This is an optimization exercise on Yosys and OpenROAD, whose aim is small area, not a production implementation.
In this exercise RTL edits were held to simulation tests only and were not proved equivalent to the original.
No activity file was given, so power comes from the tool's default toggle rates.

12-21:
==> module top_module, before the edit <==
module top_module (
    input wire clk,
    input wire reset,
    input wire rx,
    input wire mode_switch,
    input wire btn_up,
    input wire btn_down,
    output wire pwm_fan,
    output wire in1,
    output wire in2,
    output wire in3,
    output wire [3:0] an,
    output wire [6:0] seg,
    output wire dp
);
    function [16:0] rca16(input [15:0] a, input [15:0] b, input ci);
        integer i;
        reg c;
        reg [15:0] s;
        begin
            c = ci;
            for (i = 0; i < 16; i = i + 1) begin
                s[i] = a[i] ^ b[i] ^ c;
                c = (a[i] & b[i]) | (a[i] & c) | (b[i] & c);
            end
            rca16 = {c, s};
        end
    endfunction
    localparam [6:0] U_S0 = 7'b0011010, U_S52 = 7'b0000001, U_END = 7'b1001101;
    reg rx1, nrx2;      
    reg busy;
    reg [6:0] cnt;
    reg [9:0] sh;       
    reg [7:0] ntdf;     
    always @(posedge clk or posedge reset)
        if (reset) begin rx1 <= 1'b1; nrx2 <= 1'b0; end
        else begin rx1 <= rx; nrx2 <= ~rx1; end
    wire utick = (cnt == U_END);
    always @(posedge clk)
        cnt <= busy ? {cnt[5:0], ~(cnt[0] ^ cnt[6]) ^ utick} : U_S52;
    always @(posedge clk or posedge reset)
        if (reset) busy <= 1'b0;
        else busy <= busy ? ~(utick & sh[0]) : nrx2;
    always @(posedge clk)
        if (!busy) sh <= 10'b1000000000;
        else if (utick & ~sh[0]) sh <= {nrx2, sh[9:1]};
    wire dv = ~busy & (cnt == U_S0);
    always @(posedge clk or posedge reset)
        if (reset) ntdf <= 8'hff;
        else if (dv) ntdf <= sh[9:2];
    localparam [16:0] C_LIM = 17'b01001010111000001;    
    reg [6:0] usp;
    reg [16:0] count;
    wire up = btn_up & (usp != 7'd99);
    wire dn = ~up & btn_down & (usp != 7'd0);
    wire active = mode_switch & (up | dn);
    wire lim = (count == C_LIM);
    localparam [16:0] C_INV = 17'b01010101010101010;
    reg [16:0] count_s;
    always @(*) count = count_s ^ C_INV;
    always @(posedge clk)
        count_s <= ((active & ~lim & ~reset) ? {count[15:0], ~(count[16] ^ count[2])} : 17'd0) ^ C_INV;
    wire [16:0] usp_n = rca16({9'd0, usp}, {16{dn}}, up);
    always @(posedge clk or posedge reset)
        if (reset) usp <= 7'd24;
        else if (active & lim) usp <= usp_n[6:0];
    wire [7:0] csp = mode_switch ? {1'b0, usp} : 8'd24;
    wire [16:0] dsum = rca16({8'd0, csp}, {8'd0, ntdf}, 1'b1);    
    wire [7:0] d = dsum[7:0];
    wire fan_en = ~dsum[8];                                        
    wire [16:0] c_gt = rca16({9'd0, usp}, {8'd0, ntdf}, 1'b1);     
    wire [16:0] c_ge = rca16({9'd0, usp}, {8'd0, ntdf}, 1'b0);     
    assign in2 = ~c_gt[8];
    assign in3 = c_gt[8];
    assign in1 = ~c_ge[8];
    reg [7:0] e1, e2, e3, e4;
    reg [13:0] ctl;
    always @(posedge clk) begin
        e1 <= d;
        e2 <= e1;
    end
    always @(posedge clk or posedge reset)
        if (reset) begin e3 <= 8'd48; e4 <= 8'd0; end
        else begin e3 <= e2; e4 <= e3; end
    wire [16:0] pa = rca16({8'd0, e4}, {7'h7f, ~e3, 1'b1}, 1'b1);   
    wire [16:0] pb = rca16(pa[15:0], {6'd0, e2, 2'b00}, 1'b0);      
    wire [16:0] pc_ = rca16({2'b00, ctl}, pb[15:0], 1'b0);
    always @(posedge clk or posedge reset)
        if (reset) ctl <= 14'd0;
        else ctl <= pc_[13:0];
    reg [15:0] pc;
    reg pwm;
    wire [16:0] pc_inc = rca16(pc, 16'd0, 1'b1);
    wire [16:0] c_lt = rca16({2'b00, ctl}, {2'b11, ~pc[15:2]}, 1'b0);   
    always @(posedge clk or posedge reset)
        if (reset) pc <= 16'd0;
        else pc <= pc_inc[15:0];
    always @(posedge clk) pwm <= c_lt[16];
    assign pwm_fan = fan_en & pwm;
    localparam [9:0] R_S0 = 10'b0111010011, R_END = 10'b1011101001;
    reg [9:0] rc;
    reg [1:0] sel;
    reg [3:0] sd;
    wire rtick = (rc == R_END);
    always @(posedge clk or posedge reset)
        if (reset) rc <= R_S0;
        else rc <= {rc[8:0], ~(rc[2] ^ rc[9]) ^ rtick};
    wire [1:0] sel_n = {sel[1] ^ (sel[0] & rtick), sel[0] ^ rtick};
    always @(posedge clk or posedge reset)
        if (reset) sel <= 2'd0;
        else sel <= sel_n;
    function [3:0] d5(input [2:0] r, input b);    
        d5 = {r[2] | b & r[1] | r[0] & r[1],
              b & r[2] | ~b & ~r[0] & r[1],
              b & r[0] & ~r[2] | ~b & r[0] & ~r[1],
              r[2] | (b ^ r[1])};
    endfunction
    wire [7:0] tin = mode_switch ? {1'b0, usp} : ~ntdf;
    wire [3:0] s1 = d5({1'b0, tin[7:6]}, tin[5]);
    wire [3:0] s2 = d5(s1[2:0], tin[4]);
    wire [3:0] s3 = d5(s2[2:0], tin[3]);
    wire [3:0] s4 = d5(s3[2:0], tin[2]);
    wire [3:0] s5 = d5(s4[2:0], tin[1]);
    wire [4:0] q = {s1[3], s2[3], s3[3], s4[3], s5[3]};    
    wire [3:0] u1 = d5({1'b0, q[4:3]}, q[2]);
    wire [3:0] u2 = d5(u1[2:0], q[1]);
    always @(posedge clk)
        sd <= (sel_n == 2'd0) ? {u2[2:0], q[0]} : (sel_n == 2'd1) ? {s5[2:0], tin[0]} : 4'd0;
    assign an = {sel[1] | sel[0], sel[1] | ~sel[0], ~sel[1] | sel[0], ~(sel[1] & sel[0])};
    assign dp = sel[1] | ~sel[0];
    wire l = sd[0], c0 = sd[1], c1 = sd[2], c2 = sd[3];
    assign seg[0] = l & ~c0 & ~c1 | ~l & ~c0 & c1;
    assign seg[1] = ~l & c0 & c1 | l & ~c0 & c1;
    assign seg[2] = ~l & c0 & ~c1 & ~c2;
    assign seg[3] = ~l & ~c0 & c1 | l & ~c0 & ~c1 | l & c0 & c1;
    assign seg[4] = ~c0 & c1 | l;
    assign seg[5] = l & ~c1 & ~c2 | c0 & ~c1 & ~c2 | l & c0 & ~c2;
    assign seg[6] = ~c0 & ~c1 | l & c0 & c1;
endmodule
export LEC_CHECK = 0
export ABC_AREA = 1
export CAP_MARGIN = 0
export CORE_MARGIN = 2
export CORE_UTILIZATION = 65
export CTS_BUF_LIST = sky130_fd_sc_hd__clkbuf_4
export PLACE_DENSITY = 0.75
export SLEW_MARGIN = 0
create_clock -name core_clock -period 10.0 [get_ports {clk}]
standard.sh (not shown) runs the stock make flow with config.mk's settings and CLKGATE_MAP_FILE= SYNTH_SCRIPT=/design/flow/synth_recipe.tcl, a recipe that flattens the netlist after the stock synthesis.
==> flow/flow/run.sh <==
#!/bin/bash
# Own layout flow: the standard ORFS flow (standard.sh) with these changes
#  - synthesis maps the logic with a stronger ABC area script (flow/abc_area.script);
#    the registers, their names and cells are those of the standard synthesis
#  - after synthesis, flow/polarity.py re-chooses the polarity of full adders, majority
#    gates and xor gates to need fewer inverters; the result is used only if a SAT proof
#    (yosys, flip-flops cut by flow/combcut.py) shows its logic equals the synthesised one
#  - port buffers are sky130_fd_sc_hd__buf_1
#  - clock tree synthesis inserts no dummy loads
# Logs: flow_synth.log (synthesis), polarity.log, polarity_eq.log, flow_make.log (the rest);
# ORFS also keeps one log per step in orfs/logs/.
set -euo pipefail
W=$(pwd)
rm -rf "$W/scripts_own"
cp -r "$FLOW_HOME/scripts" "$W/scripts_own"
cp "$W/flow/abc_area.script" "$W/scripts_own/abc_area.script"
export SCRIPTS_DIR="$W/scripts_own"
export BUFFER_PORTS_ARGS="-buffer_cell sky130_fd_sc_hd__buf_1"
export CTS_ARGS="-sink_clustering_enable -repair_clock_nets -buf_list sky130_fd_sc_hd__clkbuf_4 -dont_use_dummy_load"
R="$W/orfs/results/sky130hd/top_module/base"
YOSYS="$FLOW_HOME/../tools/install/yosys/bin/yosys"
LIB="$FLOW_HOME/platforms/sky130hd/lib/sky130_fd_sc_hd__tt_025C_1v80.lib"

bash "$W/standard.sh" "$R/1_2_yosys.v" > "$W/flow_synth.log" 2>&1
cp "$R/1_2_yosys.v" "$W/synth_orig.v"
ok=0
if python3 "$W/flow/polarity.py" "$W/synth_orig.v" "$W/synth_pol.v" > "$W/polarity.log" 2>&1 \
   && python3 "$W/flow/combcut.py" "$W/synth_orig.v" "$W/eq_gold.v" gold >> "$W/polarity.log" 2>&1 \
   && python3 "$W/flow/combcut.py" "$W/synth_pol.v" "$W/eq_gate.v" gate >> "$W/polarity.log" 2>&1; then
  cat > "$W/eq.ys" <<EOS
read_liberty -ignore_miss_func $LIB
read_verilog $W/eq_gold.v
read_verilog $W/eq_gate.v
flatten
opt_clean
miter -equiv -flatten -make_assert gold gate m
hierarchy -top m
sat -verify -prove-asserts m
EOS
  if "$YOSYS" -s "$W/eq.ys" > "$W/polarity_eq.log" 2>&1 && grep -q "SAT proof finished - no model found: SUCCESS" "$W/polarity_eq.log"; then
    ok=1
  fi
fi
if [[ $ok == 1 ]]; then
  cp "$W/synth_pol.v" "$R/1_2_yosys.v"
  echo "polarity: using the re-polarised netlist" >> "$W/polarity.log"
else
  echo "polarity: keeping the synthesised netlist" >> "$W/polarity.log"
fi
touch "$R/1_2_yosys.v"
bash "$W/standard.sh" > "$W/flow_make.log" 2>&1
Other scripts of this flow, unchanged in this note and not shown: flow/flow/abc_area.script, flow/flow/combcut.py, flow/flow/polarity.py
Edits applied to the flow inputs when going from 12-21 to 10-28:
--- a/flow/design.v
+++ b/flow/design.v
@@ -53,15 +53,12 @@
     reg [16:0] count;
     wire up = btn_up & (usp != 7'd99);
     wire dn = ~up & btn_down & (usp != 7'd0);
     wire active = mode_switch & (up | dn);
     wire lim = (count == C_LIM);
-    localparam [16:0] C_INV = 17'b01010101010101010;
-    reg [16:0] count_s;
-    always @(*) count = count_s ^ C_INV;
     always @(posedge clk)
-        count_s <= ((active & ~lim & ~reset) ? {count[15:0], ~(count[16] ^ count[2])} : 17'd0) ^ C_INV;
+        count <= (active & ~lim & ~reset) ? {count[15:0], ~(count[16] ^ count[2])} : 17'd0;
     wire [16:0] usp_n = rca16({9'd0, usp}, {16{dn}}, up);
     always @(posedge clk or posedge reset)
         if (reset) usp <= 7'd24;
         else if (active & lim) usp <= usp_n[6:0];
     wire [7:0] csp = mode_switch ? {1'b0, usp} : 8'd24;
@@ -78,17 +75,17 @@
     always @(posedge clk) begin
         e1 <= d;
         e2 <= e1;
     end
     always @(posedge clk or posedge reset)
-        if (reset) begin e3 <= 8'd48; e4 <= 8'd0; end
+        if (reset) begin e3 <= 8'd24; e4 <= 8'd24; end
         else begin e3 <= e2; e4 <= e3; end
     wire [16:0] pa = rca16({8'd0, e4}, {7'h7f, ~e3, 1'b1}, 1'b1);   
     wire [16:0] pb = rca16(pa[15:0], {6'd0, e2, 2'b00}, 1'b0);      
     wire [16:0] pc_ = rca16({2'b00, ctl}, pb[15:0], 1'b0);
     always @(posedge clk or posedge reset)
-        if (reset) ctl <= 14'd0;
+        if (reset) ctl <= 14'h3fd0;     
         else ctl <= pc_[13:0];
     reg [15:0] pc;
     reg pwm;
     wire [16:0] pc_inc = rca16(pc, 16'd0, 1'b1);
     wire [16:0] c_lt = rca16({2'b00, ctl}, {2'b11, ~pc[15:2]}, 1'b0);   
### Flow results
Cmp 10-28 vs 12-21: slew at the pin closest to its max-slew limit higher in 10-28
10-28 ended with more weighted congestion reported at the end of routability-driven placement than 12-21.
Final layout net count across 12-21 and 10-28: no real change.
10-28 ends up with a sequential share of power that is 3.7 points higher than in 12-21.
Looking at iteration-0 DRC count of the detailed router, 10-28 sits 9.9% lower than 12-21 does.
10-28 completed; timing, DRC and antenna clean
12-21 | status: complete | timing, DRC, antenna: pass
In the tables for 12-21 and 10-28, overall routing resource usage reads higher with 12-21.
Between 12-21 and 10-28, the final worst setup slack is higher for 12-21.
When 10-28 is measured against 12-21, its final critical delay including setup and external delays turns out 0.10 ns higher.

## port drivers added, routing unchanged
The flow's constraints put no driver on any port. The routed layouts listed below were extracted and timed again, unchanged, in two steps. Step 1: set_driving_cell puts a clkbuf_16 on clk and a buf_2 on each other input, an assumption about the parent block. Step 2 times the ports against the registers' clock, not the clock port: input delays grow and output delays shrink by t, the midpoint of the rising clock arrivals with the driver on. Three values: ideal ports, drivers, drivers and shift; two values: the first two.
run | shift t [ns] | slack for setup (ns) | worst setup path after step 2 | worst slew at a driven data input, ns | cell pins on the clock port's net
12-21 | 0.501 | 2.663 / 2.642 / 2.642 | input to output | 0.03 | 1
10-28 | 0.510 | 2.562 / 2.538 / 2.538 | input to output | 0.03 | 1
After both steps every run listed still meets setup and hold. For 10-28, which loses most, drivers alone change the setup slack by -0.024 ns; drivers and shift together by -0.024 ns.
